Context: an optimization exercise on an open-source flow, tuned for small area, a short achievable clock period and few clock cycles per item. The choices shown serve that exercise and are no tape-out recipe.
In this exercise RTL edits were held to simulation tests only and were not proved equivalent to the original.
Power and IR drop assume default switching activity.

File: constraint.sdc
create_clock -name core_clock -period 10.0 [get_ports {clk}]
set_input_delay 2.0000 -clock core_clock [delete_from_list [all_inputs] [get_ports {clk}]]
set_output_delay 2.0000 -clock core_clock [all_outputs]
set_load 0.01 [all_outputs]
File: design.v
module sig_16_hw #(parameter K=16,DWIDTH=32,EXPONENT_WIDTH=8, BIAS=8'd127)(input [DWIDTH-1:0] x_in,input clk,start,rst,output reg valid, output [DWIDTH-1:0] y_out);
wire [3:0] idxo;
wire       sp;
reg  [3:0] idx_q;
reg        sp_q, s_q;
always @(posedge clk)
begin
	idx_q <= idxo;
	sp_q  <= sp;
	s_q   <= x_in[31];
	if (rst)
		valid <= 1'b0;
	else
		valid <= start;
end
wire pa_n38, pa_n39, pa_n40, pa_n41, pa_n42, pa_n43, pa_n44, pa_n45, pa_n46, pa_n47, pa_n48, pa_n49, pa_n50, pa_n51, pa_n52, pa_n53, pa_n54, pa_n55, pa_n56, pa_n57, pa_n58, pa_n59, pa_n60, pa_n61, pa_n62, pa_n63, pa_n64, pa_n65, pa_n66, pa_n67, pa_n68, pa_n69, pa_n70, pa_n71, pa_n72, pa_n73, pa_n74, pa_n75, pa_n76, pa_n77, pa_n78, pa_n79, pa_n80, pa_n81, pa_n82, pa_n83, pa_n84, pa_n85, pa_n86, pa_n87, pa_n88, pa_n89, pa_n90, pa_n91, pa_n92, pa_n93, pa_n94, pa_n95, pa_n96, pa_n97, pa_n98, pa_n99, pa_n100, pa_n101, pa_n102, pa_n103, pa_n104, pa_n105, pa_n106, pa_n107, pa_n108, pa_n109, pa_n110, pa_n111, pa_n112, pa_n113, pa_n114, pa_n115, pa_n116, pa_n117, pa_n118, pa_n119, pa_n120, pa_n121, pa_n122, pa_n123, pa_n124, pa_n125, pa_n126, pa_n127, pa_n128, pa_n129, pa_n130, pa_n131, pa_n132, pa_n133, pa_n134, pa_n135, pa_n136, pa_n137, pa_n138, pa_n139, pa_n140, pa_n142, pa_n143, pa_n144, pa_n145, pa_n146, pa_n147, pa_n148, pa_n149, pa_n150, pa_n152, pa_n154, pa_n156, pa_n157;
assign pa_n38 = ~x_in[21]& ~x_in[22];
assign pa_n39 = ~x_in[18]& ~x_in[19];
assign pa_n40 = x_in[20]& ~pa_n39;
assign pa_n41 = pa_n38 & ~pa_n40;
assign pa_n42 = x_in[23]& ~pa_n41;
assign pa_n43 = x_in[21]& x_in[22];
assign pa_n44 = ~pa_n41 & ~pa_n43;
assign pa_n45 = x_in[24]& ~pa_n44;
assign pa_n46 = ~pa_n42 & ~pa_n45;
assign pa_n47 = ~x_in[19]& pa_n38;
assign pa_n48 = ~x_in[16]& ~x_in[17];
assign pa_n49 = pa_n47 & pa_n48;
assign pa_n50 = pa_n42 & ~pa_n49;
assign pa_n51 = x_in[16]& x_in[17];
assign pa_n52 = ~x_in[18]& ~pa_n51;
assign pa_n53 = x_in[21]& ~x_in[22];
assign pa_n54 = x_in[19]& x_in[20];
assign pa_n55 = pa_n53 & pa_n54;
assign pa_n56 = ~pa_n52 & pa_n55;
assign pa_n57 = ~x_in[21]& x_in[22];
assign pa_n58 = x_in[24]& ~pa_n57;
assign pa_n59 = ~pa_n56 & pa_n58;
assign pa_n60 = pa_n50 & pa_n59;
assign pa_n61 = x_in[25]& x_in[26];
assign pa_n62 = x_in[27]& x_in[28];
assign pa_n63 = x_in[29]& pa_n62;
assign pa_n64 = pa_n61 & pa_n63;
assign pa_n65 = ~pa_n60 & pa_n64;
assign pa_n66 = ~pa_n46 & pa_n65;
assign pa_n67 = x_in[18]& pa_n51;
assign pa_n68 = ~x_in[21]& ~pa_n67;
assign pa_n69 = ~x_in[15]& ~x_in[18];
assign pa_n70 = pa_n48 & pa_n69;
assign pa_n71 = x_in[19]& ~pa_n70;
assign pa_n72 = ~pa_n68 & pa_n71;
assign pa_n73 = ~x_in[20]& ~pa_n72;
assign pa_n74 = ~pa_n38 & ~pa_n73;
assign pa_n75 = ~x_in[24]& ~x_in[25];
assign pa_n76 = ~x_in[26]& ~x_in[27];
assign pa_n77 = ~x_in[28]& ~x_in[29];
assign pa_n78 = pa_n76 & pa_n77;
assign pa_n79 = pa_n75 & pa_n78;
assign pa_n80 = ~x_in[23]& pa_n79;
assign pa_n81 = ~x_in[19]& ~x_in[20];
assign pa_n82 = pa_n52 & pa_n81;
assign pa_n83 = x_in[15]& x_in[16];
assign pa_n84 = ~x_in[17]& ~pa_n83;
assign pa_n85 = pa_n47 & pa_n84;
assign pa_n86 = ~pa_n41 & ~pa_n85;
assign pa_n87 = ~pa_n82 & ~pa_n86;
assign pa_n88 = pa_n80 & ~pa_n87;
assign pa_n89 = ~pa_n43 & pa_n88;
assign pa_n90 = ~pa_n74 & pa_n89;
assign pa_n91 = ~x_in[15]& ~x_in[16];
assign pa_n92 = x_in[17]& ~pa_n91;
assign pa_n93 = pa_n82 & ~pa_n92;
assign pa_n94 = pa_n43 & ~pa_n93;
assign pa_n95 = pa_n80 & ~pa_n94;
assign pa_n96 = pa_n56 & ~pa_n69;
assign pa_n97 = ~x_in[22]& ~pa_n96;
assign pa_n98 = pa_n86 & pa_n97;
assign pa_n99 = pa_n95 & ~pa_n98;
assign pa_n100 = pa_n53 & pa_n99;
assign pa_n101 = x_in[30]& ~pa_n100;
assign pa_n102 = ~pa_n90 & pa_n101;
assign pa_n103 = ~pa_n66 & ~pa_n102;
assign pa_n104 = pa_n86 & pa_n95;
assign pa_n105 = x_in[30]& ~pa_n104;
assign pa_n106 = ~x_in[19]& ~pa_n92;
assign pa_n107 = pa_n40 & ~pa_n106;
assign pa_n108 = pa_n88 & ~pa_n107;
assign pa_n109 = ~x_in[4]& ~x_in[5];
assign pa_n110 = ~x_in[6]& ~x_in[7];
assign pa_n111 = pa_n109 & pa_n110;
assign pa_n112 = ~x_in[0]& ~x_in[1];
assign pa_n113 = ~x_in[2]& ~x_in[3];
assign pa_n114 = pa_n112 & pa_n113;
assign pa_n115 = pa_n111 & pa_n114;
assign pa_n116 = ~x_in[12]& ~x_in[13];
assign pa_n117 = ~x_in[14]& ~x_in[20];
assign pa_n118 = pa_n116 & pa_n117;
assign pa_n119 = ~x_in[8]& ~x_in[9];
assign pa_n120 = ~x_in[10]& ~x_in[11];
assign pa_n121 = pa_n119 & pa_n120;
assign pa_n122 = pa_n118 & pa_n121;
assign pa_n123 = pa_n47 & pa_n70;
assign pa_n124 = pa_n122 & pa_n123;
assign pa_n125 = pa_n115 & pa_n124;
assign pa_n126 = x_in[24]& pa_n64;
assign pa_n127 = x_in[23]& pa_n126;
assign pa_n128 = ~pa_n125 & pa_n127;
assign pa_n129 = ~pa_n108 & ~pa_n128;
assign pa_n130 = pa_n105 & ~pa_n129;
assign pa_n131 = x_in[14]& pa_n83;
assign pa_n132 = ~x_in[17]& ~pa_n131;
assign pa_n133 = x_in[18]& ~pa_n132;
assign pa_n134 = pa_n81 & ~pa_n133;
assign pa_n135 = x_in[23]& ~pa_n134;
assign pa_n136 = x_in[20]& ~pa_n84;
assign pa_n137 = pa_n41 & pa_n79;
assign pa_n138 = ~pa_n136 & pa_n137;
assign pa_n139 = pa_n135 & pa_n138;
assign pa_n140 = ~pa_n130 & ~pa_n139;
assign idxo[0]= ~pa_n103 & pa_n140;
assign pa_n142 = x_in[23]& ~pa_n38;
assign pa_n143 = pa_n79 & ~pa_n142;
assign pa_n144 = ~pa_n135 & pa_n143;
assign pa_n145 = ~pa_n99 & pa_n144;
assign pa_n146 = x_in[30]& ~pa_n145;
assign pa_n147 = ~pa_n43 & pa_n50;
assign pa_n148 = ~x_in[23]& pa_n41;
assign pa_n149 = pa_n126 & ~pa_n148;
assign pa_n150 = ~pa_n147 & pa_n149;
assign idxo[1]= pa_n146 | pa_n150;
assign pa_n152 = pa_n50 & pa_n126;
assign idxo[2]= pa_n105 | pa_n152;
assign pa_n154 = pa_n80 & ~pa_n86;
assign idxo[3]= x_in[30]& ~pa_n154;
assign pa_n156 = ~x_in[30]& ~pa_n80;
assign pa_n157 = x_in[30]& pa_n143;
assign sp = ~pa_n156 & ~pa_n157;
wire pb_n40, pb_n41, pb_n42, pb_n43, pb_n44, pb_n45, pb_n46, pb_n47, pb_n48, pb_n49, pb_n50, pb_n52, pb_n53, pb_n54, pb_n55, pb_n56, pb_n57, pb_n58, pb_n59, pb_n60, pb_n61, pb_n62, pb_n64, pb_n65, pb_n66, pb_n67, pb_n68, pb_n69, pb_n70, pb_n71, pb_n72, pb_n73, pb_n74, pb_n75, pb_n76, pb_n77, pb_n79, pb_n80, pb_n81, pb_n82, pb_n83, pb_n84, pb_n86, pb_n87, pb_n88, pb_n89, pb_n90, pb_n91, pb_n92, pb_n93, pb_n94, pb_n95, pb_n96, pb_n97, pb_n98, pb_n99, pb_n101, pb_n102, pb_n103, pb_n104, pb_n105, pb_n106, pb_n107, pb_n108, pb_n109, pb_n110, pb_n111, pb_n112, pb_n113, pb_n114, pb_n116, pb_n117, pb_n118, pb_n119, pb_n120, pb_n121, pb_n122, pb_n123, pb_n124, pb_n126, pb_n127, pb_n128, pb_n129, pb_n130, pb_n131, pb_n132, pb_n133, pb_n134, pb_n135, pb_n136, pb_n137, pb_n139, pb_n140, pb_n141, pb_n142, pb_n143, pb_n144, pb_n145, pb_n146, pb_n148, pb_n149, pb_n150, pb_n151, pb_n153, pb_n154, pb_n155, pb_n156, pb_n157, pb_n158, pb_n159, pb_n160, pb_n162, pb_n163, pb_n164, pb_n165, pb_n166, pb_n168, pb_n169, pb_n170, pb_n171, pb_n172, pb_n173, pb_n174, pb_n175, pb_n176, pb_n177, pb_n178, pb_n179, pb_n181, pb_n182, pb_n183, pb_n184, pb_n185, pb_n186, pb_n187, pb_n188, pb_n189, pb_n190, pb_n192, pb_n193, pb_n194, pb_n195, pb_n196, pb_n198, pb_n199, pb_n200, pb_n201, pb_n202, pb_n203, pb_n205, pb_n206, pb_n207, pb_n208, pb_n209, pb_n210, pb_n211, pb_n213, pb_n214, pb_n215, pb_n216, pb_n218, pb_n219, pb_n220, pb_n222, pb_n223, pb_n224, pb_n225, pb_n226, pb_n228, pb_n229, pb_n230, pb_n232, pb_n233, pb_n234, pb_n235, pb_n236, pb_n238, pb_n239, pb_n240, pb_n242, pb_n244, pb_n245, pb_n246, pb_n247, pb_n248, pb_n250, pb_n251, pb_n254, pb_n255;
assign pb_n40 = idx_q[0]& ~idx_q[2];
assign pb_n41 = ~idx_q[1]& pb_n40;
assign pb_n42 = ~idx_q[3]& ~pb_n41;
assign pb_n43 = ~idx_q[0]& idx_q[2];
assign pb_n44 = idx_q[1]& ~pb_n43;
assign pb_n45 = pb_n42 & ~pb_n44;
assign pb_n46 = idx_q[1]& idx_q[3];
assign pb_n47 = ~s_q & ~pb_n46;
assign pb_n48 = ~idx_q[2]& idx_q[3];
assign pb_n49 = ~sp_q & ~pb_n48;
assign pb_n50 = pb_n47 & pb_n49;
assign y_out[0]= ~pb_n45 & pb_n50;
assign pb_n52 = ~idx_q[0]& ~idx_q[2];
assign pb_n53 = ~idx_q[1]& pb_n52;
assign pb_n54 = ~s_q & ~pb_n53;
assign pb_n55 = idx_q[0]& idx_q[1];
assign pb_n56 = pb_n48 & pb_n55;
assign pb_n57 = pb_n54 & ~pb_n56;
assign pb_n58 = ~idx_q[0]& ~idx_q[1];
assign pb_n59 = ~idx_q[2]& ~idx_q[3];
assign pb_n60 = ~pb_n58 & pb_n59;
assign pb_n61 = s_q & ~pb_n60;
assign pb_n62 = ~sp_q & ~pb_n61;
assign y_out[1]= ~pb_n57 & pb_n62;
assign pb_n64 = s_q & ~sp_q;
assign pb_n65 = pb_n59 & pb_n64;
assign pb_n66 = idx_q[2]& ~pb_n55;
assign pb_n67 = idx_q[3]& pb_n66;
assign pb_n68 = ~s_q & ~sp_q;
assign pb_n69 = ~pb_n40 & pb_n68;
assign pb_n70 = ~pb_n67 & pb_n69;
assign pb_n71 = idx_q[0]& idx_q[2];
assign pb_n72 = ~idx_q[1]& pb_n71;
assign pb_n73 = ~idx_q[3]& ~pb_n52;
assign pb_n74 = ~pb_n72 & pb_n73;
assign pb_n75 = pb_n48 & ~pb_n58;
assign pb_n76 = ~pb_n74 & ~pb_n75;
assign pb_n77 = pb_n70 & pb_n76;
assign y_out[2]= pb_n65 | pb_n77;
assign pb_n79 = ~idx_q[1]& idx_q[3];
assign pb_n80 = idx_q[0]& pb_n79;
assign pb_n81 = pb_n68 & ~pb_n80;
assign pb_n82 = pb_n64 & pb_n73;
assign pb_n83 = ~pb_n81 & ~pb_n82;
assign pb_n84 = ~idx_q[3]& pb_n66;
assign y_out[3]= ~pb_n83 & ~pb_n84;
assign pb_n86 = ~idx_q[0]& idx_q[1];
assign pb_n87 = ~pb_n43 & ~pb_n86;
assign pb_n88 = idx_q[2]& ~idx_q[3];
assign pb_n89 = ~idx_q[0]& idx_q[3];
assign pb_n90 = ~pb_n88 & ~pb_n89;
assign pb_n91 = pb_n87 & ~pb_n90;
assign pb_n92 = pb_n64 & pb_n91;
assign pb_n93 = idx_q[1]& idx_q[2];
assign pb_n94 = pb_n42 & ~pb_n93;
assign pb_n95 = pb_n68 & ~pb_n94;
assign pb_n96 = idx_q[3]& ~pb_n52;
assign pb_n97 = ~pb_n71 & pb_n96;
assign pb_n98 = ~pb_n55 & ~pb_n97;
assign pb_n99 = pb_n95 & pb_n98;
assign y_out[4]= pb_n92 | pb_n99;
assign pb_n101 = ~idx_q[2]& pb_n55;
assign pb_n102 = ~pb_n46 & ~pb_n48;
assign pb_n103 = ~pb_n101 & ~pb_n102;
assign pb_n104 = ~pb_n41 & ~pb_n43;
assign pb_n105 = ~idx_q[3]& ~pb_n104;
assign pb_n106 = ~pb_n103 & ~pb_n105;
assign pb_n107 = s_q & ~pb_n106;
assign pb_n108 = ~pb_n43 & ~pb_n58;
assign pb_n109 = ~pb_n101 & pb_n108;
assign pb_n110 = ~s_q & ~idx_q[3];
assign pb_n111 = pb_n109 & pb_n110;
assign pb_n112 = ~pb_n50 & ~pb_n64;
assign pb_n113 = ~pb_n70 & pb_n112;
assign pb_n114 = ~pb_n111 & ~pb_n113;
assign y_out[5]= ~pb_n107 & pb_n114;
assign pb_n116 = idx_q[1]& ~idx_q[3];
assign pb_n117 = idx_q[0]& pb_n116;
assign pb_n118 = ~idx_q[1]& ~idx_q[3];
assign pb_n119 = ~idx_q[0]& pb_n118;
assign pb_n120 = pb_n64 & ~pb_n119;
assign pb_n121 = ~pb_n117 & pb_n120;
assign pb_n122 = ~pb_n103 & pb_n121;
assign pb_n123 = ~idx_q[1]& ~idx_q[2];
assign pb_n124 = pb_n70 & ~pb_n123;
assign y_out[6]= pb_n122 | pb_n124;
assign pb_n126 = ~pb_n86 & pb_n102;
assign pb_n127 = pb_n43 & pb_n118;
assign pb_n128 = pb_n46 & pb_n52;
assign pb_n129 = s_q & ~pb_n128;
assign pb_n130 = ~pb_n127 & pb_n129;
assign pb_n131 = ~pb_n126 & pb_n130;
assign pb_n132 = idx_q[3]& pb_n71;
assign pb_n133 = ~pb_n52 & pb_n118;
assign pb_n134 = ~pb_n132 & ~pb_n133;
assign pb_n135 = idx_q[2]& pb_n134;
assign pb_n136 = pb_n54 & ~pb_n135;
assign pb_n137 = ~sp_q & ~pb_n136;
assign y_out[7]= ~pb_n131 & pb_n137;
assign pb_n139 = ~pb_n59 & pb_n68;
assign pb_n140 = ~pb_n95 & ~pb_n139;
assign pb_n141 = ~pb_n44 & ~pb_n102;
assign pb_n142 = ~pb_n140 & ~pb_n141;
assign pb_n143 = idx_q[3]& pb_n41;
assign pb_n144 = pb_n64 & ~pb_n143;
assign pb_n145 = ~pb_n45 & ~pb_n89;
assign pb_n146 = pb_n144 & pb_n145;
assign y_out[8]= pb_n142 | pb_n146;
assign pb_n148 = idx_q[3]& ~pb_n109;
assign pb_n149 = ~pb_n94 & ~pb_n148;
assign pb_n150 = pb_n64 & ~pb_n149;
assign pb_n151 = pb_n68 & ~pb_n98;
assign y_out[9]= pb_n150 | pb_n151;
assign pb_n153 = pb_n64 & ~pb_n128;
assign pb_n154 = ~pb_n79 & ~pb_n88;
assign pb_n155 = ~pb_n117 & pb_n154;
assign pb_n156 = pb_n153 & pb_n155;
assign pb_n157 = ~idx_q[3]& ~pb_n53;
assign pb_n158 = ~pb_n101 & pb_n157;
assign pb_n159 = ~pb_n56 & pb_n68;
assign pb_n160 = ~pb_n158 & pb_n159;
assign y_out[10]= pb_n156 | pb_n160;
assign pb_n162 = ~idx_q[2]& ~pb_n80;
assign pb_n163 = pb_n121 & pb_n162;
assign pb_n164 = pb_n40 & pb_n81;
assign pb_n165 = pb_n64 & pb_n66;
assign pb_n166 = ~pb_n164 & ~pb_n165;
assign y_out[11]= pb_n163 | ~pb_n166;
assign pb_n168 = pb_n55 & pb_n88;
assign pb_n169 = pb_n68 & ~pb_n168;
assign pb_n170 = pb_n87 & pb_n169;
assign pb_n171 = ~pb_n89 & ~pb_n103;
assign pb_n172 = idx_q[2]& pb_n79;
assign pb_n173 = ~pb_n108 & ~pb_n172;
assign pb_n174 = ~pb_n171 & ~pb_n173;
assign pb_n175 = ~pb_n41 & ~pb_n117;
assign pb_n176 = ~idx_q[2]& pb_n46;
assign pb_n177 = pb_n64 & ~pb_n176;
assign pb_n178 = pb_n175 & pb_n177;
assign pb_n179 = ~pb_n174 & pb_n178;
assign y_out[12]= pb_n170 | pb_n179;
assign pb_n181 = ~pb_n71 & pb_n116;
assign pb_n182 = ~pb_n72 & ~pb_n181;
assign pb_n183 = ~pb_n46 & pb_n52;
assign pb_n184 = ~pb_n119 & ~pb_n183;
assign pb_n185 = pb_n169 & pb_n184;
assign pb_n186 = ~pb_n182 & pb_n185;
assign pb_n187 = ~pb_n80 & pb_n123;
assign pb_n188 = pb_n64 & ~pb_n187;
assign pb_n189 = ~pb_n67 & ~pb_n101;
assign pb_n190 = pb_n188 & pb_n189;
assign y_out[13]= pb_n186 | pb_n190;
assign pb_n192 = ~pb_n58 & pb_n84;
assign pb_n193 = pb_n69 & ~pb_n192;
assign pb_n194 = idx_q[0]& pb_n94;
assign pb_n195 = pb_n64 & ~pb_n174;
assign pb_n196 = ~pb_n194 & pb_n195;
assign y_out[14]= pb_n193 | pb_n196;
assign pb_n198 = ~pb_n71 & pb_n158;
assign pb_n199 = idx_q[2]& pb_n89;
assign pb_n200 = pb_n47 & ~pb_n199;
assign pb_n201 = ~pb_n198 & pb_n200;
assign pb_n202 = pb_n130 & pb_n175;
assign pb_n203 = ~sp_q & ~pb_n202;
assign y_out[15]= ~pb_n201 & pb_n203;
assign pb_n205 = ~pb_n93 & pb_n198;
assign pb_n206 = ~pb_n52 & ~pb_n102;
assign pb_n207 = pb_n64 & ~pb_n206;
assign pb_n208 = ~pb_n205 & pb_n207;
assign pb_n209 = ~idx_q[0]& ~pb_n102;
assign pb_n210 = pb_n68 & ~pb_n116;
assign pb_n211 = ~pb_n209 & pb_n210;
assign y_out[16]= pb_n208 | pb_n211;
assign pb_n213 = pb_n95 & pb_n171;
assign pb_n214 = idx_q[2]& pb_n171;
assign pb_n215 = ~pb_n194 & pb_n214;
assign pb_n216 = pb_n188 & ~pb_n215;
assign y_out[17]= pb_n213 | pb_n216;
assign pb_n218 = ~idx_q[1]& ~pb_n91;
assign pb_n219 = pb_n68 & ~pb_n218;
assign pb_n220 = pb_n134 & pb_n153;
assign y_out[18]= pb_n219 | pb_n220;
assign pb_n222 = idx_q[0]& pb_n88;
assign pb_n223 = pb_n68 & ~pb_n75;
assign pb_n224 = ~pb_n222 & pb_n223;
assign pb_n225 = ~pb_n172 & ~pb_n181;
assign pb_n226 = pb_n177 & pb_n225;
assign y_out[19]= pb_n224 | pb_n226;
assign pb_n228 = ~idx_q[3]& ~pb_n127;
assign pb_n229 = pb_n64 & ~pb_n228;
assign pb_n230 = pb_n98 & pb_n229;
assign y_out[20]= pb_n185 | pb_n230;
assign pb_n232 = ~pb_n44 & pb_n110;
assign pb_n233 = ~sp_q & ~pb_n132;
assign pb_n234 = ~pb_n74 & pb_n233;
assign pb_n235 = ~pb_n148 & pb_n234;
assign pb_n236 = ~pb_n68 & ~pb_n235;
assign y_out[21]= ~pb_n232 & ~pb_n236;
assign pb_n238 = idx_q[3]& pb_n104;
assign pb_n239 = pb_n64 & pb_n182;
assign pb_n240 = ~pb_n238 & pb_n239;
assign y_out[30]= sp_q & pb_n86;
assign pb_n242 = ~pb_n139 & ~y_out[30];
assign y_out[22]= pb_n240 | ~pb_n242;
assign pb_n244 = ~pb_n46 & ~pb_n84;
assign pb_n245 = pb_n144 & pb_n244;
assign pb_n246 = sp_q & idx_q[0];
assign pb_n247 = ~s_q & pb_n246;
assign pb_n248 = ~y_out[30]& ~pb_n247;
assign y_out[23]= pb_n245 | ~pb_n248;
assign pb_n250 = pb_n49 & ~pb_n168;
assign pb_n251 = ~pb_n246 & ~pb_n250;
assign y_out[24]= ~s_q | pb_n251;
assign y_out[26]= ~s_q | ~pb_n246;
assign pb_n254 = ~idx_q[3]& ~pb_n168;
assign pb_n255 = pb_n64 & ~pb_n254;
assign y_out[25]= y_out[26]& ~pb_n255;
assign y_out[31]= 1'b0;
assign y_out[27]= y_out[26];
assign y_out[28]= y_out[26];
assign y_out[29]= y_out[26];
endmodule
File: config.mk
export PLATFORM = sky130hd
export DESIGN_NAME = sig_16_hw
export DESIGN_NICKNAME = sig_16_hw
export VERILOG_FILES = /design/flow/design.v
export SDC_FILE = /design/flow/constraint.sdc
export NUM_CORES = 4
export LEC_CHECK = 0
export ABC_AREA = 1
export CAP_MARGIN = 20
export CORE_MARGIN = 2
export CORE_UTILIZATION = 40
export CTS_BUF_LIST = sky130_fd_sc_hd__clkbuf_4
export CTS_CLUSTER_DIAMETER = 200
export CTS_CLUSTER_SIZE = 20
export PLACE_DENSITY = 0.6
export SLEW_MARGIN = 20
File: flow/run.sh
#!/bin/bash
# The standard layout, with the smallest buffer on the ports instead of
# the delay buffer buffer_ports would pick by itself, and timing repair
# aiming at a shorter period than the clock's.
set -euo pipefail
export BUFFER_PORTS_ARGS="-buffer_cell sky130_fd_sc_hd__buf_1"
export SETUP_SLACK_MARGIN=6.0
bash standard.sh > standard.log 2>&1
File: standard.sh
#!/bin/bash
# synth_recipe.tcl (not shown) runs the flow's synth.tcl, then flattens the netlist and writes it again
# the make line also repeats each setting of config.mk as NAME=value (left out here)
make -C /OpenROAD-flow-scripts/flow DESIGN_CONFIG=/design/flow/config.mk WORK_HOME=/design/flow/orfs CLKGATE_MAP_FILE= SYNTH_SCRIPT=/design/flow/synth_recipe.tcl "${@:-finish}"
==> out/results.ini, run 1 <==
[synthesis]
yosys_most_used_dff=dfxtp_1
yosysUniqueCellTypes=33
synthArstFlopShare_pct=0
yosys.area.top_type=nand2_1
synthTopCellsByCount=nand2_1, nor2_1, inv_1
synth.yosys.warnings=1
synth-edff-count=0
cell_count_after_synthesis=296
post_synth_net_total=331
synth_sequential_area_ratio_pct=9.37
post-synth-top-count-cell=nand2_1
post_synth_instance_area_sq_mm=0.00150
synth_area_leaders=nand2_1, nor2_1, nand3_1
avgSynthCellArea_sq_um=5.05
postSynthRegisterBits=7
synth_top_area_share_pct=18.6

[clocking]
cts.path.max_buffers=2
clock_sink_count=7
h-tree-depth=1
cts_made_buffers=3
clk_pin_slew_worst_paths_ns=0.05
tritoncts=built
root_buffer=clkbuf_4

[place]
dp_hpwl_mm=4.52
postPlaceCellArea_sq_mm=0.00175
io_buffers=66
gp_congestion=1.00

[setup_path]
path_cells=inv_1, nand2_1, nand2_1, nand2_1, nand2_1, o21ai_2, nand3_1, o21ai_1, buf_1
startpoint_type=flip-flop
critPathSlowestCell=dfxtp_4
path_max_fanout=12
worst_ep_arrival_time_ns=1.89
cp_slowest_stage_delay_ns=0.41
most_used_cell_along_the_critical_path=nand2_1
worst-setup-path-type=flip-flop to primary output
crit_path_end_kind=primary output
worst-endpoint-required_ns=8.00

[power_and_ir_drop]
powerDensity_mw_per_mm2=76.5
clock_power_share_pct=19.6
sw_frac_of_total_pct=47.9
static-leakage-power_nw=0.863
sw_pwr_mw=0.0666
power.ir.vdd_worst_mv=0.0631
combinationalPowerShare_pct=56.2
p_int_mw=0.0726
seqPwrFrac_pct=24.1
power.total_mw=0.139

[route]
num_vias=2274
wire_length_per_cell_um=13.6
viasPerCell=5.55
routed_wirelength_mm=5.59
drt_pass1_iterations=8
drt_first_iter_violations=281
antenna_violating_nets_post_route=0
drcViolationCount=0

[timing]
grt_setup_unrepaired=false
finalSetupViolCount=0
fin_worst_hold_slack_ns=1.85
report.final.hold_viol_count=0
timing.final.crit_share_pct=38.9
fin_crit_ns=3.89
clock.fmax_mhz=257
finalSetupTns_ns=0
timing.final.max_slew_violations=0

[die]
num_io_pins=68
overall_die_area_sq_mm=0.00424
die_width_um=65.1
design.core.area_sq_mm=0.00363
initial_core_util_pct=41.2
placementRows=22
chipHeight_um=65.1

[global_routing]
groute.usage.overall_pct=26.9
gr-total-overflow=0
largest_net_degree_at_the_start_of_global_routing=14
grt_first_pass_wirelength_mm=9.02
via_count_of_the_first_global_routing_pass=2143
grt_antenna_before_repair=0

[finish]
finalCoreUtilization_pct=50.1
final.fill_count=421
layout-drive-gt1-share_pct=8.29
antennaDiodeCount=0
count_of_nets_after_finishing=398
synthToLayoutAreaGrowth_pct=21.8
design_area_sq_mm=0.00182

[min_path]
origin_of_the_worst_min_delay_path=x_in[31]
worstHoldEndpoint=s_q$_DFF_P_
min-delay-path-class=primary input to flip-flop
worstHoldPathCells=1

[run_status]
status=complete, no violations

[job]
drv_cap=0

[cells in the final DEF, fill, tap and decap left out, types with 3 or more instances in the layout]
cell type   n
o21ai_0    23
clkbuf_4    4
o211ai_1    5
nand2_1    74
inv_1      37
buf_1      66
nand4_1     5
dfxtp_1     4
nor2_1     47
a21oi_1    18
nand2_2     3
buf_4       4
o21ai_2     3
nand3_1    30
inv_2       8
nor3_1      4
[worst max path at each step]
stage	end	slack [ns]	start	depth (start not counted)
2_1_floorplan	y_out[17]	6.77	idx_q[2]$_DFF_P_	6
3_3_place_gp	y_out[12]	6.17	idx_q[2]$_DFF_P_	9
3_5_place_dp	y_out[12]	6.19	idx_q[2]$_DFF_P_	9
4_1_cts	y_out[18]	6.04	idx_q[3]$_DFF_P_	8
5_1_grt	y_out[12]	6.02	idx_q[2]$_DFF_P_	9
6_report	y_out[12]	6.11	idx_q[2]$_DFF_P_	9
[routing by layer]
| metal | vias up | global-route usage (%) | wire [um] |
|---|---|---|---|
| met5 | - | 0 | 0 |
| met4 | 0 | 15.4 | 298 |
| met3 | 37 | 3.25 | 399 |
| met2 | 156 | 49.4 | 2790 |
| met1 | 965 | 29.7 | 2100 |
| li1 | 1116 | - | - |
[worst max-delay path: cells and delay by family (launching register included)]
family                 cells  cell delay (ns)
AND/OR/NAND/NOR            5             0.72
flip-flops                 1             0.41
buffers and inverters      2             0.32
AO/OA/AOI/OAI              2             0.19
[cell type report]
| type | count | area [sq um] | area share, % |
|---|---|---|---|
| inverters | 46 | 176 | 9.69 |
| multi-input cells | 235 | 1130 | 61.9 |
| clock buffers | 4 | 30.0 | 1.65 |
| well taps | 48 | 60.1 | 3.30 |
| flip-flops and latches | 7 | 149 | 8.18 |
| repair buffers | 70 | 278 | 15.3 |
[kinds of logic (layout without fill, tap and decap cells)]
logic type / after synthesis / in the layout / synth area share, %
AOI/OAI and AO/OA: 66 / 66 / 26.9
DFF: 7 / 7 / 9.37
other: 1 / 1 / 0.251
buffers and inverters: 54 / 120 / 15.2
and+or+nand+nor: 168 / 168 / 48.3
[what timing repair did]
item | 4_1_cts | 5_1_grt
resized for setup | 2 | 4
gates cloned | 0 | 0
buffers inserted | 4 | 0
hold buffers | 0 | 0
setup endpoints to repair | 3 | 17
[state kept, by name, indices dropped and copies added, names as in the netlist]
| register | count |
|---|---|
| idx_q | 4 |
| s_q | 1 |
| sp_q | 1 |
| valid | 1 |
[stage by stage]
step	instances	worst slack (ns)
after floorplan	296	6.77
after global placement	402	6.17
after detailed placement	402	6.19
after CTS	410	6.04
after global routing	410	6.02
final	410	6.11
[power groups by stage]
stage / Combinational, mW / Clock (mW) / Sequential (mW)
6_report: 0.0783 / 0.0273 / 0.0336
3_3_place_gp: 0.0772 / 0 / 0.0339
2_1_floorplan: 0.0518 / 0 / 0.0319
3_5_place_dp: 0.0750 / 0 / 0.0340
4_1_cts: 0.0765 / 0.0288 / 0.0336
5_1_grt: 0.0863 / 0.0310 / 0.0339
Testbench counts, summed over its fixed seeds: cycles 6,392, items 3,200.
==> inputs of run 2 (changes only) <==
--- a/flow/run.sh
+++ b/flow/run.sh
@@ -6,3 +6,3 @@
 export BUFFER_PORTS_ARGS="-buffer_cell sky130_fd_sc_hd__buf_1"
-export SETUP_SLACK_MARGIN=6.0
+export SETUP_SLACK_MARGIN=6.3
 bash standard.sh > standard.log 2>&1
==> run 2 against run 1 <==
Against the previous run:
- cell count up 1.2%
- combinational power is 7.8% higher
- synthesized cell count unchanged
- clock power is essentially flat
- sequential share of layout area shrank 0.062 points
- count of clock-buffer cells in the layout did not move
- critical path depth is 2 lower
- largest cell class unchanged
- die area stayed put
- via count is 1.2% higher
==> out/results.ini, run 2 <==
[place]
place_ws_ns=6.19
placedCellCount=402
io_buffers=66
postPlaceCellArea_sq_mm=0.00175
dp_hpwl_mm=4.52
gp_congestion=1.00

[route]
routed_wirelength_mm=5.73
drt_pass1_iterations=6
detailroute.wirelength.met2_mm=2.87
num_vias=2301
drt_first_iter_violations=308
dr_wl_met3_um=436
viasPerCell=5.54
antenna_violating_nets_post_route=0
m1WireLength_mm=2.10
drcViolationCount=0
top_layer=met4
wire_length_per_cell_um=13.8

[setup_path]
worst-setup-path-type=flip-flop to primary output
worst_ep_arrival_time_ns=1.67
worst-endpoint-required_ns=8.00
startpoint_type=flip-flop
crit_path_end_kind=primary output
path_cells=buf_4, o21ai_4, nand2_1, nand2_1, o2111ai_1, a32oi_1, clkbuf_2
path_max_fanout=7
cp_slowest_stage_delay_ns=0.38
most_used_cell_along_the_critical_path=nand2_1
critPathSlowestCell=dfxtp_4

[power_and_ir_drop]
power.ir.vdd_worst_mv=0.0639
sw_pwr_mw=0.0695
power.total_mw=0.145
sw_frac_of_total_pct=47.9
powerDensity_mw_per_mm2=75.4
static-leakage-power_nw=0.906
p_int_mw=0.0757
clock_power_share_pct=18.8
combinationalPowerShare_pct=58.1
seqPwrFrac_pct=23.1

[clocking]
cts_made_buffers=3
h-tree-depth=1
cts.path.max_buffers=2
clk_pin_slew_worst_paths_ns=0.05
tritoncts=built
root_buffer=clkbuf_4
clock_sink_count=7

[finish]
antennaDiodeCount=0
fin_cells=415
regMostFlops=idx_q
synthToLayoutAreaGrowth_pct=28.9
count_of_nets_after_finishing=403
largest_reg_flops=4
design_area_sq_mm=0.00193
layout-drive-gt1-share_pct=16.1
mostFrequentLayoutCells=nand2_1, buf_1, nor2_1, inv_1, nand3_1
finalCoreUtilization_pct=53.0
layout_commonest_cell=nand2_1

[synthesis]
cell_count_after_synthesis=296
yosys_most_used_dff=dfxtp_1
synth.yosys.warnings=1
post_synth_instance_area_sq_mm=0.00150
synthTopCellsByCount=nand2_1, nor2_1, inv_1
yosys.area.top_type=nand2_1
post-synth-top-count-cell=nand2_1
combinational_family_with_the_most_area_after_synthesis=simple AND/OR/NAND/NOR gates
postSynthRegisterBits=7
yosysUniqueCellTypes=33
synth_sequential_area_ratio_pct=9.37
post_synth_net_total=331
synth_xor_xnor_area_share_pct=0
synthArstFlopShare_pct=0
synth.area.mux_share_pct=0
synth_area_leaders=nand2_1, nor2_1, nand3_1
avgSynthCellArea_sq_um=5.05
synth_simple_gate_area_share_pct=48.3
synth_compound_gate_area_share_pct=26.9
synth-edff-count=0
synth_top_area_share_pct=18.6
synth_adder_area_share_pct=0

[timing]
timing.final.crit_share_pct=36.7
finalSetupTns_ns=0
timing.final.max_slew_violations=0
fin_crit_ns=3.67
clock.fmax_mhz=272
grt_setup_unrepaired=true
fin_worst_hold_slack_ns=1.85
report.final.hold_viol_count=0
finalSetupViolCount=0
final_critical_path_setup_slack_ns=6.33

[run_status]
status=complete, no violations

[die]
placementRows=22
chipHeight_um=65.1
initial_core_util_pct=41.2
num_io_pins=68
design.core.area_sq_mm=0.00363
die_width_um=65.1
overall_die_area_sq_mm=0.00424

[global_routing]
groute.usage.overall_pct=26.8
via_count_of_the_first_global_routing_pass=2163
gr-total-overflow=0
largest_net_degree_at_the_start_of_global_routing=14
grt_antenna_before_repair=0
grt_first_pass_wirelength_mm=9.00

[job]
drv_cap=0

[min_path]
min-delay-path-class=primary input to flip-flop

run 2: changes by cell type in the layout (fill, tap and decap cells not counted), moves of 4 or more:
cell / previous run / this run
nor2_2: 0 / 6
buf_1: 66 / 60
nor2_1: 47 / 40
clkbuf_2: 0 / 6
nand2_1: 74 / 70
nand2_2: 3 / 7
buf_4: 4 / 9
run 2: kinds of logic (layout without fill, tap and decap cells):
kind of cell | count (synthesis) | after routing
buffers and inverters | 54 | 125
DFF | 7 | 7
AOI/OAI and AO/OA | 66 | 66
other | 1 | 1
and+or+nand+nor | 168 | 168
run 2: path summary, 6_finish.rpt:
path / startpoint / end / slack (ns) / cells past startpoint
setup / recovery: idx_q[2]$_DFF_P_ / y_out[21] / 6.33 / 7
hold / removal: x_in[31] / s_q$_DFF_P_ / 1.85 / 1
run 2: what timing repair did:
item                                    CTS  global route
hold buffers                              0             0
endpoints found under the setup margin   26            19
pin swaps                                 1             2
gates resized for setup                  10            31
buffers inserted                          4             5
run 2: layout make-up:
type	count	area (sq um)
clock buffers	4	30.0
fillers	406	1710
inverters	46	181
multi-input cells	235	1180
flip-flops and latches	7	156
well taps	48	60.1
repair buffers	75	323
run 2: routing by layer:
| metal | vias to the layer above | global-route usage [%] |
|---|---|---|
| met5 | - | 0 |
| met2 | 147 | 48.7 |
| met4 | 0 | 16.1 |
| li1 | 1123 | - |
| met1 | 991 | 29.4 |
| met3 | 40 | 3.77 |
run 2: power groups by stage:
stage	sequential, mW	combinational, mW	clock (mW)
6_report	0.0336	0.0844	0.0273
3_5_place_dp	0.0340	0.0750	0
3_3_place_gp	0.0339	0.0772	0
4_1_cts	0.0336	0.0768	0.0288
5_1_grt	0.0339	0.0927	0.0311
2_1_floorplan	0.0319	0.0518	0
run 2: worst max-delay path: cells and delay by family (launching register included):
| family | cells | cell delay, ns |
|---|---|---|
| AO/OA/AOI/OAI | 3 | 0.49 |
| buffers and inverters | 2 | 0.34 |
| flip-flops | 1 | 0.38 |
| AND/OR/NAND/NOR | 2 | 0.22 |
==> inputs of run 3 (changes only) <==
--- a/flow/run.sh
+++ b/flow/run.sh
@@ -6,3 +6,3 @@
 export BUFFER_PORTS_ARGS="-buffer_cell sky130_fd_sc_hd__buf_1"
-export SETUP_SLACK_MARGIN=6.3
+export SETUP_SLACK_MARGIN=6.4
 bash standard.sh > standard.log 2>&1
==> run 3 against run 2 <==
Against the previous run:
- still clean
- count of clock-buffer cells in the layout unchanged
- sequential cell count unchanged
- sequential power up 1%
- first-iteration DRC count down 20%
==> out/results.ini, run 3 <==
[synthesis]
cell_count_after_synthesis=296
synth_area_leaders=nand2_1, nor2_1, nand3_1
yosys_most_used_dff=dfxtp_1
postSynthRegisterBits=7
post-synth-top-count-cell=nand2_1
synth_top_area_share_pct=18.6
synth_sequential_area_ratio_pct=9.37
yosys.area.top_type=nand2_1
post_synth_instance_area_sq_mm=0.00150
yosysUniqueCellTypes=33
synthTopCellsByCount=nand2_1, nor2_1, inv_1
synth.yosys.warnings=1
post_synth_net_total=331
synthArstFlopShare_pct=0
synth-edff-count=0
avgSynthCellArea_sq_um=5.05

[die]
design.core.area_sq_mm=0.00363
initial_core_util_pct=41.2
num_io_pins=68
die_width_um=65.1
chipHeight_um=65.1
placementRows=22
overall_die_area_sq_mm=0.00424

[route]
dr_wl_met3_um=403
wire_length_per_cell_um=14.5
antenna_violating_nets_post_route=0
viasPerCell=5.63
m1WireLength_mm=2.22
drcViolationCount=0
drt_first_iter_violations=247
routed_wirelength_mm=6.15
drt_pass1_iterations=5
top_layer=met4
num_vias=2386
detailroute.wirelength.met2_mm=3.16

[power_and_ir_drop]
sw_pwr_mw=0.0748
combinationalPowerShare_pct=60.8
powerDensity_mw_per_mm2=74.2
seqPwrFrac_pct=21.8
p_int_mw=0.0813
clock_power_share_pct=17.5
static-leakage-power_nw=1.00
power.ir.vdd_worst_mv=0.0667
sw_frac_of_total_pct=47.9

[timing]
clock.fmax_mhz=275
timing.final.max_slew_violations=0
finalSetupTns_ns=0
report.final.hold_viol_count=0
timing.final.crit_share_pct=36.4
fin_crit_ns=3.64
grt_setup_unrepaired=true
finalSetupViolCount=0

[clocking]
root_buffer=clkbuf_4
h-tree-depth=1
post_cts_hold_buffer_count=0
clock_sink_count=7
cts_made_buffers=3
clk_pin_slew_worst_paths_ns=0.05
tritoncts=built
cts.path.max_buffers=2

[setup_path]
path_max_fanout=7
worst_ep_arrival_time_ns=1.64
worst-setup-path-type=flip-flop to primary output
cp_slowest_stage_delay_ns=0.39
path_cells=clkinvlp_4, buf_6, nor2_4, inv_2, nand2_2, o21ai_2, a32o_1, clkbuf_2
critPathSlowestCell=dfxtp_4
crit_path_end_kind=primary output
worst-endpoint-required_ns=8.00
startpoint_type=flip-flop

[finish]
regMostFlops=idx_q
count_of_nets_after_finishing=412
fin_cells=424
largest_reg_flops=4
layout_commonest_cell=nand2_1
layout-drive-gt1-share_pct=25.5
finalCoreUtilization_pct=57.9
mostFrequentLayoutCells=nand2_1, buf_1, nor2_1, inv_1, nand3_1
final.fill_count=378
synthToLayoutAreaGrowth_pct=40.8
antennaDiodeCount=0

[place]
io_buffers=66
dp_hpwl_mm=4.52
placedCellCount=402
gp_congestion=1.00

[global_routing]
largest_net_degree_at_the_start_of_global_routing=11
via_count_of_the_first_global_routing_pass=2203
groute.usage.overall_pct=27.8
gr-total-overflow=0
grt_antenna_before_repair=0
grt_first_pass_wirelength_mm=9.34

[min_path]
min-delay-path-class=primary input to flip-flop

[job]
drv_cap=0

[run_status]
status=complete, no violations

-- run 3: cell counts after synthesis --
No cell type changed its count.
-- run 3: worst paths after layout --
kind        startpoint     endpoint  slack [ns]  depth (start not counted)
max   idx_q[3]$_DFF_P_    y_out[14]        6.36                          8
min           x_in[31]  s_q$_DFF_P_        1.85                          1
-- run 3: critical path, delay by kind of cell, from the launching register on --
family,cells,cell delay (ns)
AO/OA/AOI/OAI,2,0.29
flip-flops,1,0.39
buffers and inverters,4,0.50
AND/OR/NAND/NOR,2,0.21
-- run 3: metal layers --
metal	vias up	GRT usage [%]
met5	-	0
met2	139	50.9
li1	1145	-
met1	1064	30.4
met3	38	4.28
met4	0	15.4
-- run 3: area by class of cell --
| type | instances | area (sq um) | share of cell area [%] |
|---|---|---|---|
| multi-input combinational | 235 | 1250 | 59.6 |
| tap | 48 | 60.1 | 2.85 |
| inverter | 46 | 194 | 9.22 |
| sequential | 7 | 156 | 7.43 |
| clock buffer | 4 | 30.0 | 1.43 |
| timing repair buffer | 84 | 409 | 19.4 |
-- run 3: cells by family after synthesis --
logic type | synth area share (%)
AOI/OAI and AO/OA | 26.9
buffers and inverters | 15.2
DFF | 9.37
other | 0.251
and+or+nand+nor | 48.3
-- run 3: metrics by stage --
| stage | setup slack [ns] | hold WS, ns | cell area (sq um) | power, mW |
|---|---|---|---|---|
| floorplan | 6.77 | 2.03 | 1500 | 0.0837 |
| global placement | 6.17 | 2.09 | 1750 | 0.111 |
| detailed placement | 6.19 | 2.10 | 1750 | 0.109 |
| CTS | 6.39 | 1.84 | 1920 | 0.143 |
| global route | 6.31 | 1.83 | 2100 | 0.168 |
| finish | 6.36 | 1.85 | 2100 | 0.156 |
-- run 3: power by group through the flow --
stage	logic [mW]	registers (mW)	clock network (mW)
after floorplan	0.0518	0.0319	0
after global placement	0.0772	0.0339	0
after detailed placement	0.0750	0.0340	0
after CTS	0.0813	0.0334	0.0287
after global routing	0.103	0.0343	0.0311
final	0.0949	0.0340	0.0273
-- run 3: timing repair --
action / CTS / global route
gates cloned: 0 / 0
buffers inserted: 12 / 6
pin swaps: 1 / 8
resized for setup: 26 / 64
endpoints found under the setup margin: 30 / 24
==> inputs of run 4 (changes only) <==
--- a/flow/run.sh
+++ b/flow/run.sh
@@ -6,3 +6,3 @@
 export BUFFER_PORTS_ARGS="-buffer_cell sky130_fd_sc_hd__buf_1"
-export SETUP_SLACK_MARGIN=6.4
+export SETUP_SLACK_MARGIN=6.0
 bash standard.sh > standard.log 2>&1
--- a/config.mk
+++ b/config.mk
@@ -11,3 +11,3 @@
 export CORE_UTILIZATION = 40
-export CTS_BUF_LIST = sky130_fd_sc_hd__clkbuf_4
+export CTS_BUF_LIST = sky130_fd_sc_hd__clkbuf_8
 export CTS_CLUSTER_DIAMETER = 200
==> run 4 against run 3 <==
Against the previous run:
- still clean on timing, DRC and antenna
- count of clock-buffer cells in the layout fell by 1
- cell count fell by 3.3%
- maximum frequency fell by 7.8%
- combinational power fell by 18%
- critical path type unchanged
==> out/results.ini, run 4 <==
[run_status]
status=complete, no violations

[die]
design.core.area_sq_mm=0.00363
initial_core_util_pct=41.2
die_width_um=65.1
num_io_pins=68
placementRows=22
overall_die_area_sq_mm=0.00424
chipHeight_um=65.1

[finish]
largest_reg_flops=4
synthToLayoutAreaGrowth_pct=22.3
count_of_nets_after_finishing=398
mostFrequentLayoutCells=nand2_1, buf_1, nor2_1, inv_1, nand3_1
layout_commonest_cell=nand2_1
layout-drive-gt1-share_pct=8.01
regMostFlops=idx_q
antennaDiodeCount=0
finalCoreUtilization_pct=50.3

[timing]
timing.final.max_slew_violations=0
finalSetupViolCount=0
finalSetupTns_ns=0
timing.final.crit_share_pct=39.4
clock.fmax_mhz=254
grt_setup_unrepaired=true
report.final.hold_viol_count=0
fin_crit_ns=3.94

[power_and_ir_drop]
power.ir.vdd_worst_mv=0.0995
static-leakage-power_nw=0.870
powerDensity_mw_per_mm2=81.6

[synthesis]
combinational_family_with_the_most_area_after_synthesis=simple AND/OR/NAND/NOR gates
yosysUniqueCellTypes=33
synth_compound_gate_area_share_pct=26.9
synthTopCellsByCount=nand2_1, nor2_1, inv_1
post_synth_instance_area_sq_mm=0.00150
synth.yosys.warnings=1
synthArstFlopShare_pct=0
post_synth_net_total=331
synth_area_leaders=nand2_1, nor2_1, nand3_1
yosys.area.top_type=nand2_1
synth_adder_area_share_pct=0
yosys_most_used_dff=dfxtp_1
synth.area.mux_share_pct=0
cell_count_after_synthesis=296
synth_simple_gate_area_share_pct=48.3
post-synth-top-count-cell=nand2_1
synth_sequential_area_ratio_pct=9.37
synth-edff-count=0
postSynthRegisterBits=7
synth_top_area_share_pct=18.6
avgSynthCellArea_sq_um=5.05
synth_xor_xnor_area_share_pct=0

[clocking]
h-tree-depth=1
cts.path.max_buffers=2
clock_sink_count=7
cts_made_buffers=3
clk_pin_slew_worst_paths_ns=0.04
tritoncts=built
root_buffer=clkbuf_8

[route]
wire_length_per_cell_um=13.6
routed_wirelength_mm=5.56
viasPerCell=5.56
drt_first_iter_violations=274
num_vias=2279
drt_pass1_iterations=5
antenna_violating_nets_post_route=0
drcViolationCount=0

[setup_path]
path_max_fanout=9
worst-setup-path-type=flip-flop to primary output
startpoint_type=flip-flop
worst-endpoint-required_ns=8.00
crit_path_end_kind=primary output
worst_ep_arrival_time_ns=1.94

[global_routing]
gr-total-overflow=0
groute.usage.overall_pct=26.7
largest_net_degree_at_the_start_of_global_routing=14
grt_first_pass_wirelength_mm=9.00
grt_antenna_before_repair=0
via_count_of_the_first_global_routing_pass=2146

[place]
gp_congestion=1.00
io_buffers=66
dp_hpwl_mm=4.52

[min_path]
min-delay-path-class=primary input to flip-flop
origin_of_the_worst_min_delay_path=x_in[31]
worstHoldPathCells=1
worstHoldEndpoint=s_q$_DFF_P_

[job]
drv_cap=0

-- run 4: changes by cell type in the layout (fill, tap and decap cells not counted), moves of 7 or more --
cell	delta
buf_1	+15
buf_2	-8
buf_4	-12
clkbuf_2	-7
nand2_1	+11
nand2_2	-8
nor2_1	+11
nor2_2	-7
-- run 4: where the power goes --
part / switching, mW / internal [mW] / total (mW)
clock: 0.0108 / 0.0264 / 0.0372
sequential: 0.00407 / 0.0299 / 0.0340
combinational: 0.0530 / 0.0251 / 0.0782
total: 0.0679 / 0.0814 / 0.149
-- run 4: how the worst max path moves through the flow --
| stage | to | cells past startpoint | from | slack, ns |
|---|---|---|---|---|
| floorplan | y_out[17] | 6 | idx_q[2]$_DFF_P_ | 6.77 |
| finish | y_out[12] | 9 | idx_q[0]$_DFF_P_ | 6.06 |
| CTS | y_out[18] | 8 | idx_q[3]$_DFF_P_ | 6.07 |
| detailed placement | y_out[12] | 9 | idx_q[2]$_DFF_P_ | 6.19 |
| global route | y_out[15] | 8 | idx_q[3]$_DFF_P_ | 5.98 |
| global placement | y_out[12] | 9 | idx_q[2]$_DFF_P_ | 6.17 |
-- run 4: layout make-up --
cell class | count | area, sq um
Clock buffer | 3 | 41.3
Sequential cell | 7 | 143
Clock inverter | 1 | 3.75
Multi-Input combinational cell | 235 | 1130
Tap cell | 48 | 60.1
Timing Repair Buffer | 70 | 278
Fill cell | 421 | 1800
Inverter | 46 | 176
-- run 4: cell families after synthesis --
logic type / count (synthesis)
flops: 7
compound gates: 66
simple gates: 168
buf+inv: 54
other cells: 1
-- run 4: per-layer routing --
metal | share of wire, % | track usage (%)
met1 | 38 | 29.6
met2 | 51 | 49.6
met3 | 6.6 | 2.74
met4 | 5.0 | 14.6
met5 | 0 | 0
-- run 4: worst max-delay path: stages (launching register included) --
cell and delay (ns):
dfxtp_1 0.57, nand2_2 0.19, inv_2 0.13, nand2_1 0.12, nand2_1 0.14, nand2_1 0.10
o21ai_2 0.07, nand3_1 0.11, o21ai_1 0.12, buf_1 0.17
-- run 4: timing repair --
action                     in CTS  in global routing
setup buffers                   4                  0
cloned                          0                  0
hold endpoints to repair        0                  0
hold buffers                    0                  0
pin swaps                       0                  0
setup endpoints to repair       2                 10
resized for setup               2                  2
-- run 4: per-stage QoR --
step                      instances  hold slack, ns  total power, mW  setup slack (ns)  area [sq um]
after floorplan                 296            2.03           0.0837              6.77          1500
after global placement          402            2.09            0.111              6.17          1750
after detailed placement        402            2.10            0.109              6.19          1750
after CTS                       410            1.87            0.149              6.07          1830
after global routing            410            1.86            0.161              5.98          1830
final                           410            1.87            0.149              6.06          1830
==> inputs of run 5 (changes only) <==
--- a/flow/run.sh
+++ b/flow/run.sh
@@ -6,3 +6,3 @@
 export BUFFER_PORTS_ARGS="-buffer_cell sky130_fd_sc_hd__buf_1"
-export SETUP_SLACK_MARGIN=6.0
+export SETUP_SLACK_MARGIN=6.2
 bash standard.sh > standard.log 2>&1
--- a/config.mk
+++ b/config.mk
@@ -11,3 +11,3 @@
 export CORE_UTILIZATION = 40
-export CTS_BUF_LIST = sky130_fd_sc_hd__clkbuf_8
+export CTS_BUF_LIST = sky130_fd_sc_hd__clkbuf_2
 export CTS_CLUSTER_DIAMETER = 200
==> run 5 against run 4 <==
Against the previous run:
- critical path type unchanged
- hold slack worse by 0.0041 ns
- maximum frequency up 5.1%
- critical path depth unchanged
- combinational power up 4.6%
- total power down 9.5%
- count of clock-buffer cells in the layout up 1
- via count up 0.53%
- synthesized cell count unchanged
- sequential power down 2%
- cell count up 1.5%
==> out/results.ini, run 5 <==
[run_status]
status=complete, no violations

[synthesis]
synth-edff-count=0
avgSynthCellArea_sq_um=5.05
synthArstFlopShare_pct=0
cell_count_after_synthesis=296
synthTopCellsByCount=nand2_1, nor2_1, inv_1
synth.yosys.warnings=1
synth_sequential_area_ratio_pct=9.37
post_synth_net_total=331
synth_area_leaders=nand2_1, nor2_1, nand3_1
post_synth_instance_area_sq_mm=0.00150
post-synth-top-count-cell=nand2_1
yosysUniqueCellTypes=33
yosys.area.top_type=nand2_1
yosys_most_used_dff=dfxtp_1
synth_top_area_share_pct=18.6
postSynthRegisterBits=7

[min_path]
min-delay-path-class=primary input to flip-flop

[power_and_ir_drop]
seqPwrFrac_pct=24.5
sw_frac_of_total_pct=50.3
sw_pwr_mw=0.0680
static-leakage-power_nw=0.888
powerDensity_mw_per_mm2=72.2
clock_power_share_pct=14.9
combinationalPowerShare_pct=60.5
power.ir.vdd_worst_mv=0.0570
p_int_mw=0.0672

[place]
dp_hpwl_mm=4.52
gp_congestion=1.00
io_buffers=66

[timing]
clock.fmax_mhz=266
report.final.hold_viol_count=0
grt_setup_unrepaired=true
finalSetupTns_ns=0
fin_crit_ns=3.75
timing.final.max_slew_violations=0
finalSetupViolCount=0
fin_worst_hold_slack_ns=1.87
timing.final.crit_share_pct=37.5

[die]
initial_core_util_pct=41.2
design.core.area_sq_mm=0.00363
num_io_pins=68
chipHeight_um=65.1
overall_die_area_sq_mm=0.00424
die_width_um=65.1
placementRows=22

[route]
drcViolationCount=0
antenna_violating_nets_post_route=0
num_vias=2291
drt_first_iter_violations=373
viasPerCell=5.51
routed_wirelength_mm=5.66
drt_pass1_iterations=6
wire_length_per_cell_um=13.6

[finish]
mostFrequentLayoutCells=nand2_1, buf_1, nor2_1, inv_1, nand3_1
largest_reg_flops=4
count_of_nets_after_finishing=404
layout-drive-gt1-share_pct=12.0
synthToLayoutAreaGrowth_pct=25.3
antennaDiodeCount=0
regMostFlops=idx_q
final.fill_count=413
layout_commonest_cell=nand2_1

[clocking]
root_buffer=clkbuf_2
tritoncts=built
cts_made_buffers=3
post_cts_hold_buffer_count=0
clk_pin_slew_worst_paths_ns=0.07
h-tree-depth=1
clock_sink_count=7
cts.path.max_buffers=2

[setup_path]
path_max_fanout=9
startpoint_type=flip-flop
worst-endpoint-required_ns=8.00
crit_path_end_kind=primary output
worst_ep_arrival_time_ns=1.75
worst-setup-path-type=flip-flop to primary output

[global_routing]
groute.usage.overall_pct=26.7
grt_first_pass_wirelength_mm=9.00
largest_net_degree_at_the_start_of_global_routing=14
gr-total-overflow=0
via_count_of_the_first_global_routing_pass=2160
grt_antenna_before_repair=0

[job]
drv_cap=0

-- run 5: per-layer routing --
| layer | vias up | global-route usage, % | share of wire (%) |
|---|---|---|---|
| li1 | 1132 | - | - |
| met1 | 994 | 29.4 | 38 |
| met2 | 130 | 48.7 | 50 |
| met3 | 35 | 3.25 | 6.9 |
| met4 | 0 | 16.1 | 5.6 |
| met5 | - | 0 | 0 |
-- run 5: power groups by stage --
stage	logic, mW	clock network [mW]	registers, mW
5_1_grt	0.0899	0.0238	0.0335
4_1_cts	0.0767	0.0215	0.0334
3_3_place_gp	0.0772	0	0.0339
2_1_floorplan	0.0518	0	0.0319
3_5_place_dp	0.0750	0	0.0340
6_report	0.0818	0.0202	0.0332
-- run 5: logic make-up (layout without fill, tap and decap cells) --
group / count (synthesis) / in the layout / synth area share (%)
buffers and inverters: 54 / 126 / 15.2
other: 1 / 1 / 0.251
AO/OA/AOI/OAI: 66 / 66 / 26.9
flip-flops: 7 / 7 / 9.37
AND/OR/NAND/NOR: 168 / 168 / 48.3
-- run 5: layout make-up --
| cell class | count | area (sq um) | share of cell area, % |
|---|---|---|---|
| inverter | 46 | 180 | 9.62 |
| sequential | 7 | 154 | 8.22 |
| clock buffer | 4 | 20.0 | 1.07 |
| tap | 48 | 60.1 | 3.21 |
| timing repair buffer | 76 | 322 | 17.2 |
| multi-input combinational | 235 | 1140 | 60.7 |
-- run 5: worst max-delay path, cell delays in order (launching register included) --
cell,delay [ns]
dfxtp_4,0.43
nand2_2,0.14
inv_2,0.12
nand2_1,0.13
nand2_1,0.15
nand2_1,0.10
o21ai_2,0.07
nand3_1,0.11
o21ai_1,0.13
clkbuf_2,0.15
-- run 5: metrics by stage --
stage / instance area, sq um / util, % / std cells / setup WS (ns) / total power [mW]
6_report: 1870 / 51.5 / 416 / 6.25 / 0.135
5_1_grt: 1870 / 51.5 / 416 / 6.18 / 0.147
3_3_place_gp: 1750 / 48.1 / 402 / 6.17 / 0.111
2_1_floorplan: 1500 / - / 296 / 6.77 / 0.0837
3_5_place_dp: 1750 / 48.1 / 402 / 6.19 / 0.109
4_1_cts: 1810 / 49.8 / 410 / 6.23 / 0.132
-- run 5: path summary, 6_finish.rpt --
path | start | end | slack (ns) | cells past startpoint
setup / recovery | idx_q[0]$_DFF_P_ | y_out[12] | 6.25 | 9
hold / removal | x_in[31] | s_q$_DFF_P_ | 1.87 | 1
-- run 5: timing repair --
item | CTS | global route
endpoints found under the setup margin | 21 | 17
buffers inserted | 4 | 6
pin swaps | 0 | 1
cloned | 0 | 0
resized for setup | 6 | 12
==> inputs of run 6 (changes only) <==
--- a/config.mk
+++ b/config.mk
@@ -11,6 +11,6 @@
 export CORE_UTILIZATION = 40
-export CTS_BUF_LIST = sky130_fd_sc_hd__clkbuf_2
+export CTS_BUF_LIST = sky130_fd_sc_hd__clkbuf_4
 export CTS_CLUSTER_DIAMETER = 200
 export CTS_CLUSTER_SIZE = 20
-export PLACE_DENSITY = 0.6
+export PLACE_DENSITY = 0.75
 export SLEW_MARGIN = 20
==> run 6 against run 5 <==
Against the previous run:
- highest routed layer unchanged
- count of clock-buffer cells in the layout stayed put
- via count is 3.8% higher
- critical path type unchanged
- sequential cell count stayed put
- routed wire length is 4.9% higher
- hold slack better by 0.0026 ns
- total power is 7.5% higher
- first-iteration DRC count is 18% lower
- global-route usage is 2.3 points higher
==> out/results.ini, run 6 <==
[setup_path]
worst_ep_arrival_time_ns=1.83
path_cells=nor2_1, inv_2, nand3_1, o21ai_0, o21ai_0, buf_1
path_delay_family=simple AND/OR/NAND/NOR gates
critical_path.n_buffers_inverters=2
startpoint_type=flip-flop
cp_slowest_stage_delay_ns=0.37
critPathSlowestCell=dfxtp_4
crit_path_end_kind=primary output
worst-setup-path-type=flip-flop to primary output
most_used_cell_along_the_critical_path=o21ai_0
worst-endpoint-required_ns=8.00
path_max_fanout=7

[die]
overall_die_area_sq_mm=0.00424
placementRows=22
die_width_um=65.1
num_io_pins=68
design.core.area_sq_mm=0.00363
initial_core_util_pct=41.2
chipHeight_um=65.1

[route]
routed_wirelength_mm=5.94
drt_pass1_iterations=6
drcViolationCount=0
wire_length_per_cell_um=14.3
antenna_violating_nets_post_route=0
drt_first_iter_violations=306
viasPerCell=5.72
num_vias=2378

[synthesis]
cell_count_after_synthesis=296
synth.yosys.warnings=1
post_synth_net_total=331
synth_area_leaders=nand2_1, nor2_1, nand3_1
synthTopCellsByCount=nand2_1, nor2_1, inv_1
post_synth_instance_area_sq_mm=0.00150
synth-edff-count=0
synth_sequential_area_ratio_pct=9.37
yosysUniqueCellTypes=33
avgSynthCellArea_sq_um=5.05
synthArstFlopShare_pct=0
postSynthRegisterBits=7
synth_top_area_share_pct=18.6
post-synth-top-count-cell=nand2_1
yosys_most_used_dff=dfxtp_1
yosys.area.top_type=nand2_1

[finish]
largest_reg_flops=4
layout-drive-gt1-share_pct=13.0
antennaDiodeCount=0
count_of_nets_after_finishing=404
final.fill_count=398
regMostFlops=idx_q
synthToLayoutAreaGrowth_pct=27.5
mostFrequentLayoutCells=nand2_1, buf_1, nor2_1, inv_1, nand3_1
layout_commonest_cell=nand2_1

[timing]
final_critical_path_setup_slack_ns=6.17
finalSetupTns_ns=0
fin_worst_hold_slack_ns=1.87
timing.final.max_slew_violations=0
timing.final.crit_share_pct=38.3
grt_setup_unrepaired=true
report.final.hold_viol_count=0
finalSetupViolCount=0
fin_crit_ns=3.83
clock.fmax_mhz=261

[clocking]
cts_made_buffers=3
root_buffer=clkbuf_4
tritoncts=built
clock_sink_count=7
post_cts_hold_buffer_count=0
clk_pin_slew_worst_paths_ns=0.05
h-tree-depth=1
cts.path.max_buffers=2

[global_routing]
grt_first_pass_wirelength_mm=9.81
gr-total-overflow=0
largest_net_degree_at_the_start_of_global_routing=14
via_count_of_the_first_global_routing_pass=2277
groute.usage.overall_pct=29.0
grt_antenna_before_repair=0

[place]
gp_congestion=1.04
place_ws_ns=6.08
dp_hpwl_mm=4.73
io_buffers=66

[min_path]
min-delay-path-class=primary input to flip-flop

[power_and_ir_drop]
powerDensity_mw_per_mm2=76.2
static-leakage-power_nw=0.903
power.ir.vdd_worst_mv=0.0635

[job]
drv_cap=0

[run_status]
status=complete, no violations

==> run 6: kinds of logic (layout without fill, tap and decap cells) <==
group	after synthesis	count (layout)	synth area share, %
other	1	1	0.251
AND/OR/NAND/NOR	168	168	48.3
buffers and inverters	54	126	15.2
flip-flops	7	7	9.37
AO/OA/AOI/OAI	66	66	26.9
==> run 6: through the flow <==
step                      power, mW  area, sq um  utilization, %  std cells
final                         0.145         1910            52.5        416
after global routing          0.159         1910            52.5        416
after CTS                     0.140         1810            49.9        409
after detailed placement      0.110         1750            48.1        402
after global placement        0.113         1750            48.1        402
after floorplan              0.0837         1500               -        296
==> run 6: report_power, final <==
part           internal, mW  total [mW]  switching, mW
clock network        0.0179      0.0275        0.00963
registers            0.0295      0.0334        0.00394
logic                0.0278      0.0845         0.0566
==> run 6: area by class of cell <==
type	instances	area, sq um	share of cell area, %
multi-input cells	235	1150	60.3
repair buffers	76	329	17.3
inverters	46	181	9.51
flip-flops and latches	7	156	8.20
well taps	48	60.1	3.15
clock buffers	4	30.0	1.57
==> run 6: timing repair <==
action / 4_1_cts / 5_1_grt
cloned: 0 / 0
gates resized for setup: 8 / 17
pin swaps: 1 / 3
setup endpoints to repair: 21 / 18
setup buffers: 3 / 7
==> run 6: final timing paths <==
kind                             start          end  slack [ns]  depth (start not counted)
worst max-delay path  idx_q[2]$_DFF_P_     y_out[2]        6.17                          6
worst min-delay path          x_in[31]  s_q$_DFF_P_        1.87                          1
==> run 6: metal layers <==
metal | GRT usage (%) | vias up | wire length [um]
met2 | 52.8 | 200 | 2900
met5 | 0 | - | 0
met4 | 19.8 | 0 | 345
met1 | 30.3 | 1015 | 2110
met3 | 4.97 | 37 | 580
li1 | - | 1126 | -
==> inputs of run 7 (changes only) <==
--- a/config.mk
+++ b/config.mk
@@ -14,3 +14,3 @@
 export CTS_CLUSTER_SIZE = 20
-export PLACE_DENSITY = 0.75
+export PLACE_DENSITY = 0.6
 export SLEW_MARGIN = 20
==> run 7 against run 6 <==
Against the previous run:
- sequential share of layout area rose by 0.081 points
- first-iteration DRC count is 4.9% higher
- via count decreased by 4.9%
- routed wire length fell by 6.0%
- utilization down 1.3 points
- clock power is essentially flat
- cell count is 0.72% lower
- synthesized area unchanged
- design area fell by 2.6%
- global-route usage shrank 2.2 points
- maximum frequency rose by 1.5%
- critical endpoint is now y_out[12]
- largest power group unchanged
- highest routed layer unchanged
==> out/results.ini, run 7 <==
[route]
wire_length_per_cell_um=13.5
antenna_violating_nets_post_route=0
viasPerCell=5.48
detailroute.wirelength.met2_mm=2.79
drcViolationCount=0
m1WireLength_mm=2.08
num_vias=2262
top_layer=met4
drt_first_iter_violations=321
drt_pass1_iterations=5
routed_wirelength_mm=5.58

[timing]
fin_crit_ns=3.77
grt_setup_unrepaired=true
finalSetupTns_ns=0
finalSetupViolCount=0
timing.final.crit_share_pct=37.7
clock.fmax_mhz=265
timing.final.max_slew_violations=0
fin_worst_hold_slack_ns=1.85

[global_routing]
largest_net_degree_at_the_start_of_global_routing=14
gr-total-overflow=0
groute.usage.overall_pct=26.9
via_count_of_the_first_global_routing_pass=2143
grt_first_pass_wirelength_mm=9.02
grt_antenna_before_repair=0

[setup_path]
startpoint_type=flip-flop
worst-endpoint-required_ns=8.00
worst_ep_arrival_time_ns=1.77
worst-setup-path-type=flip-flop to primary output

[synthesis]
yosys.area.top_type=nand2_1
synth_sequential_area_ratio_pct=9.37
cell_count_after_synthesis=296
postSynthRegisterBits=7
synth_area_leaders=nand2_1, nor2_1, nand3_1
post_synth_instance_area_sq_mm=0.00150
synthArstFlopShare_pct=0
post_synth_net_total=331
post-synth-top-count-cell=nand2_1
avgSynthCellArea_sq_um=5.05
synth-edff-count=0
yosysUniqueCellTypes=33
yosys_most_used_dff=dfxtp_1

[clocking]
h-tree-depth=1
root_buffer=clkbuf_4
cts_made_buffers=3
cts.path.max_buffers=2
clock_sink_count=7
clk_pin_slew_worst_paths_ns=0.05
tritoncts=built

[finish]
largest_reg_flops=4
fin_cells=413
layout-drive-gt1-share_pct=11.0
regMostFlops=idx_q
mostFrequentLayoutCells=nand2_1, buf_1, nor2_1, inv_1, nand3_1
count_of_nets_after_finishing=401
synthToLayoutAreaGrowth_pct=24.3

[power_and_ir_drop]
powerDensity_mw_per_mm2=76.0
power.ir.vdd_worst_mv=0.0635
static-leakage-power_nw=0.877

[die]
chipHeight_um=65.1
initial_core_util_pct=41.2
die_width_um=65.1
overall_die_area_sq_mm=0.00424
num_io_pins=68
placementRows=22

[place]
dp_hpwl_mm=4.52
io_buffers=66
gp_congestion=1.00

[job]
drv_cap=0

[run_status]
status=complete, no violations

[min_path]
min-delay-path-class=primary input to flip-flop

-- run 7: where the power goes --
group | total [mW] | switching (mW) | internal (mW)
logic | 0.0801 | 0.0538 | 0.0263
registers | 0.0336 | 0.00410 | 0.0295
clock network | 0.0275 | 0.00959 | 0.0179
total | 0.141 | 0.0675 | 0.0737
-- run 7: timing repair --
| item | 4_1_cts | 5_1_grt |
|---|---|---|
| resized for setup | 5 | 12 |
| pin swaps | 0 | 1 |
| setup endpoints to repair | 21 | 17 |
| setup buffers | 4 | 3 |
-- run 7: final timing paths --
check	start	endpoint	slack (ns)	depth (start not counted)
setup / recovery	idx_q[2]$_DFF_P_	y_out[12]	6.23	9
hold / removal	x_in[31]	s_q$_DFF_P_	1.85	1
-- run 7: final cells by class --
type,count,area [sq um]
Clock buffer,4,30.0
Fill cell,411,1780
Inverter,46,176
Multi-Input combinational cell,235,1140
Sequential cell,7,154
Tap cell,48,60.1
Timing Repair Buffer,73,300
-- run 7: layer usage --
metal / GRT usage (%) / up-vias
li1: - / 1121
met1: 29.7 / 966
met2: 49.4 / 136
met3: 3.25 / 39
met4: 15.4 / 0
met5: 0 / -
-- run 7: cells by family after synthesis --
| kind of cell | after synthesis | synth area share (%) |
|---|---|---|
| compound gates | 66 | 26.9 |
| flops | 7 | 9.37 |
| buf+inv | 54 | 15.2 |
| other cells | 1 | 0.251 |
| simple gates | 168 | 48.3 |
-- run 7: per-stage QoR --
step                setup slack (ns)  power [mW]  utilization [%]  instance area (sq um)
finish                          6.23       0.141             51.1                   1860
global route                    6.15       0.153             51.1                   1860
CTS                             6.16       0.139             50.0                   1820
detailed placement              6.19       0.109             48.1                   1750
global placement                6.17       0.111             48.1                   1750
floorplan                       6.77      0.0837                -                   1500
-- run 7: critical path, cell delays in order, from the launching register on --
cell	delay (ns)
dfxtp_4	0.43
inv_2	0.10
nand2_1	0.15
nand2_2	0.13
nand2_1	0.15
nand2_1	0.10
o21ai_2	0.07
nand3_1	0.11
o21ai_1	0.12
buf_1	0.17

Check on run 7: ideal ports give 6.229 ns setup slack; a clkbuf_16 on the clock port and buf_2 on the inputs give 6.213 ns; moving port delays by the midpoint clock arrival (0.257 ns) as well gives 6.470 ns.
